This design comes from an exercise in tuning for small area on the open sky130 flow, not from production work. In this exercise RTL edits were held to simulation tests only and were not proved equivalent to the original.

## old
==> module bCONTROL_213, before the edit <==
module bCONTROL_213 (Dx, oe, Rx, seq_ready, reset, clock);
   output Dx;
   output oe;
   input [1:0] Rx;
   input       seq_ready;
   input       reset;
   input       clock;
   localparam [2:0] IDLE = 3'd0, LOAD = 3'd1, ADD = 3'd2, WRITE = 3'd3,
                    TRACE = 3'd4;
   reg [2:0]  state;
   reg [3:0]  cnt;             
   reg [4:0]  symbol_count;
   reg        oe;
   reg [2:0]  tb_reg;
   reg [3:0]  XA, XB, YA, YB, O1, O2, O3, O4;    
   reg [15:0] P [0:7];         
   wire [15:0] m_new;
   wire [3:0]  dec;
   wire [2:0]  min_state;
   reg  [1:0]  Rx_q;           
   wire        stage = (state == ADD);      
   wire        half  = (state == WRITE);    
   bACSU_213 ACSU (.m_out(m_new), .d_out(dec), .up({XB, XA}), .lo({YB, YA}),
                   .Rx(half ? ~Rx_q : Rx));
   bTBDECISION_213 TB (.best_state(min_state),
                       .m({O4, O3, YB, YA, O2, O1, XB, XA}));
   assign Dx = oe & tb_reg[0];
   always @(posedge clock)
      Rx_q <= Rx;
   always @(posedge clock)
     if (state == IDLE) begin
        XA <= 4'd0;  XB <= 4'd15; O1 <= 4'd15; O2 <= 4'd15;
        YA <= 4'd15; YB <= 4'd15; O3 <= 4'd15; O4 <= 4'd15;
     end else if (stage || half) begin
        XA <= O1;
        XB <= O2;
        YA <= stage ? O3 : m_new[3:0];
        YB <= stage ? O4 : m_new[7:4];
        O1 <= stage ? m_new[3:0] : O3;
        O2 <= stage ? m_new[7:4] : O4;
        O3 <= m_new[11:8];
        O4 <= m_new[15:12];
     end
   integer i;
   always @(posedge clock) begin
      for (i = 0; i < 4; i = i + 1)
        P[i] <= {stage ? dec[i] : P[i][0], P[i][15:1]};
      for (i = 0; i < 4; i = i + 1)
        P[i+4] <= {P[i+4][0], half ? dec[i] : P[i+4][15], P[i+4][14:1]};
   end
   wire [15:0] row = P[tb_reg];
   reg         tbit;
   always @(*)
     case (cnt[1:0])
       2'd0: tbit = row[1];
       2'd1: tbit = row[13];
       2'd2: tbit = row[9];
       default: tbit = row[5];
     endcase
   always @(posedge clock)
     if (stage)
       tb_reg <= min_state;
     else if (state == TRACE && cnt >= 2 && cnt <= 14)
       tb_reg <= {tbit, tb_reg[2:1]};
   always @(posedge clock or posedge reset)
     if (reset) begin
        state        <= IDLE;
        cnt          <= 0;
        symbol_count <= 0;
        oe           <= 0;
     end else begin
        oe <= 0;
        case (state)
          IDLE:  if (seq_ready) state <= LOAD;
          LOAD:  state <= ADD;
          ADD:   state <= WRITE;
          WRITE: if (symbol_count != 0 || cnt == 15-1) begin
                    cnt   <= 0;
                    state <= TRACE;
                 end else begin
                    cnt   <= cnt + 1'b1;
                    state <= LOAD;
                 end
          TRACE: begin
                    cnt <= cnt + 1'b1;
                    if (cnt == 4'd15) begin
                       if (symbol_count <= 15 + 3) begin
                          oe <= 1;
                          symbol_count <= symbol_count + 1'b1;
                          state <= LOAD;
                       end else if (symbol_count < 20 + 3) begin
                          oe <= 1;
                          symbol_count <= symbol_count + 1'b1;
                       end else
                          state <= IDLE;
                    end
                 end
          default: state <= IDLE;
        endcase
     end
endmodule
Settings: LEC_CHECK=0, ABC_AREA=1, CAP_MARGIN=20, CORE_MARGIN=2, CORE_UTILIZATION=50, CTS_BUF_LIST=sky130_fd_sc_hd__clkbuf_8, SLEW_MARGIN=20; clock period 12.0 ns.
run.sh (not shown) runs the stock make flow with config.mk's settings and CLKGATE_MAP_FILE= SYNTH_SCRIPT=/design/flow/synth_recipe.tcl, a recipe that flattens the netlist after the stock synthesis.
Setup changes, old to new
==> flow/design.v, changed modules only <==
module bCONTROL_213 (Dx, oe, Rx, seq_ready, reset, clock);
   output Dx;
   output oe;
   input [1:0] Rx;
   input       seq_ready;
   input       reset;
   input       clock;
   localparam [2:0] IDLE = 3'd0, LOAD = 3'd1, ADD = 3'd2, WRITE = 3'd3,
                    TRACE = 3'd4;
   reg [2:0]  state;
   reg [3:0]  cnt;             
   reg [4:0]  symbol_count;
   reg        oe;
   reg [2:0]  tb_reg;
   reg [31:0] metric;
   reg [15:0] P [0:7];         
   wire [15:0] m_new;
   wire [3:0]  dec;
   wire [2:0]  min_state;
   reg  [7:0]  m_old;          
   reg  [1:0]  Rx_q;           
   wire        half = (state == WRITE);
   wire [7:0]  up   = half ? m_old : metric[7:0];
   wire [7:0]  lo   = half ? metric[31:24] : metric[23:16];
   bACSU_213 ACSU (.m_out(m_new), .d_out(dec), .up(up), .lo(lo),
                   .Rx(half ? ~Rx_q : Rx));
   bTBDECISION_213 TB (.best_state(min_state), .m(metric));
   assign Dx = oe & tb_reg[0];
   wire stage = (state == ADD);
   always @(posedge clock) begin
      m_old <= metric[15:8];
      Rx_q  <= Rx;
   end
   integer i;
   always @(posedge clock) begin
      for (i = 0; i < 4; i = i + 1)
        P[i] <= {stage ? dec[i] : P[i][0], P[i][15:1]};
      for (i = 0; i < 4; i = i + 1)
        P[i+4] <= {P[i+4][0], half ? dec[i] : P[i+4][15], P[i+4][14:1]};
   end
   always @(posedge clock or posedge reset)
     if (reset)
       metric <= 32'hFFFF_FFF0;
     else begin
        if (stage) metric[15:0]  <= m_new;
        if (half)  metric[31:16] <= m_new;
     end
   wire [15:0] row = P[tb_reg];
   reg         tbit;
   always @(*)
     case (cnt[1:0])
       2'd0: tbit = row[1];
       2'd1: tbit = row[13];
       2'd2: tbit = row[9];
       default: tbit = row[5];
     endcase
   always @(posedge clock)
     if (stage)
       tb_reg <= min_state;
     else if (state == TRACE && cnt >= 2 && cnt <= 14)
       tb_reg <= {tbit, tb_reg[2:1]};
   always @(posedge clock or posedge reset)
     if (reset) begin
        state        <= IDLE;
        cnt          <= 0;
        symbol_count <= 0;
        oe           <= 0;
     end else begin
        oe <= 0;
        case (state)
          IDLE:  if (seq_ready) state <= LOAD;
          LOAD:  state <= ADD;
          ADD:   state <= WRITE;
          WRITE: if (symbol_count != 0 || cnt == 15-1) begin
                    cnt   <= 0;
                    state <= TRACE;
                 end else begin
                    cnt   <= cnt + 1'b1;
                    state <= LOAD;
                 end
          TRACE: begin
                    cnt <= cnt + 1'b1;
                    if (cnt == 4'd15) begin
                       if (symbol_count <= 15 + 3) begin
                          oe <= 1;
                          symbol_count <= symbol_count + 1'b1;
                          state <= LOAD;
                       end else if (symbol_count < 20 + 3) begin
                          oe <= 1;
                          symbol_count <= symbol_count + 1'b1;
                       end else
                          state <= IDLE;
                    end
                 end
          default: state <= IDLE;
        endcase
     end
endmodule
new went all the way through the flow, and no timing, DRC or antenna check failed. For the final critical path time including I/O delays and setup, new came in 300 ps higher than old did. Summary of the comparison: least setup slack across all paths after layout is lower in new, relative to old. Cell area after layout came out higher on new than on old. For the peak clock frequency supported by timing, new came in about 5% lower than old did.

port drivers added, routing unchanged:
The results above use ideal ports. As a check the final layouts listed here were re-extracted and re-timed, cells and wires unchanged. Step 1 sets driving cells, clkbuf_16 on the clock port and buf_2 on the other inputs (assumed; they add their load-dependent delay and slew). Step 2, shift: input delay + t, output delay - t, t = (earliest + latest rising clock arrival at the registers) / 2. This alone moves slack from input paths to output paths. Slacks: no drivers / after step 1 / after step 2; pairs: no drivers / after step 1.
run	t (ns)	slack for setup (ns)	slew at the worst register clock pin (ns)	pins driven straight from the clock port
old	0.484	6.384 / 6.402 / 5.917	0.09 / 0.09	1
new	0.489	6.084 / 6.097 / 5.607	0.10 / 0.10	1
After both steps setup and hold are still met in every run listed. The setup slack of new, which loses most, moves by +0.013 ns with the drivers and by -0.477 ns with both steps.
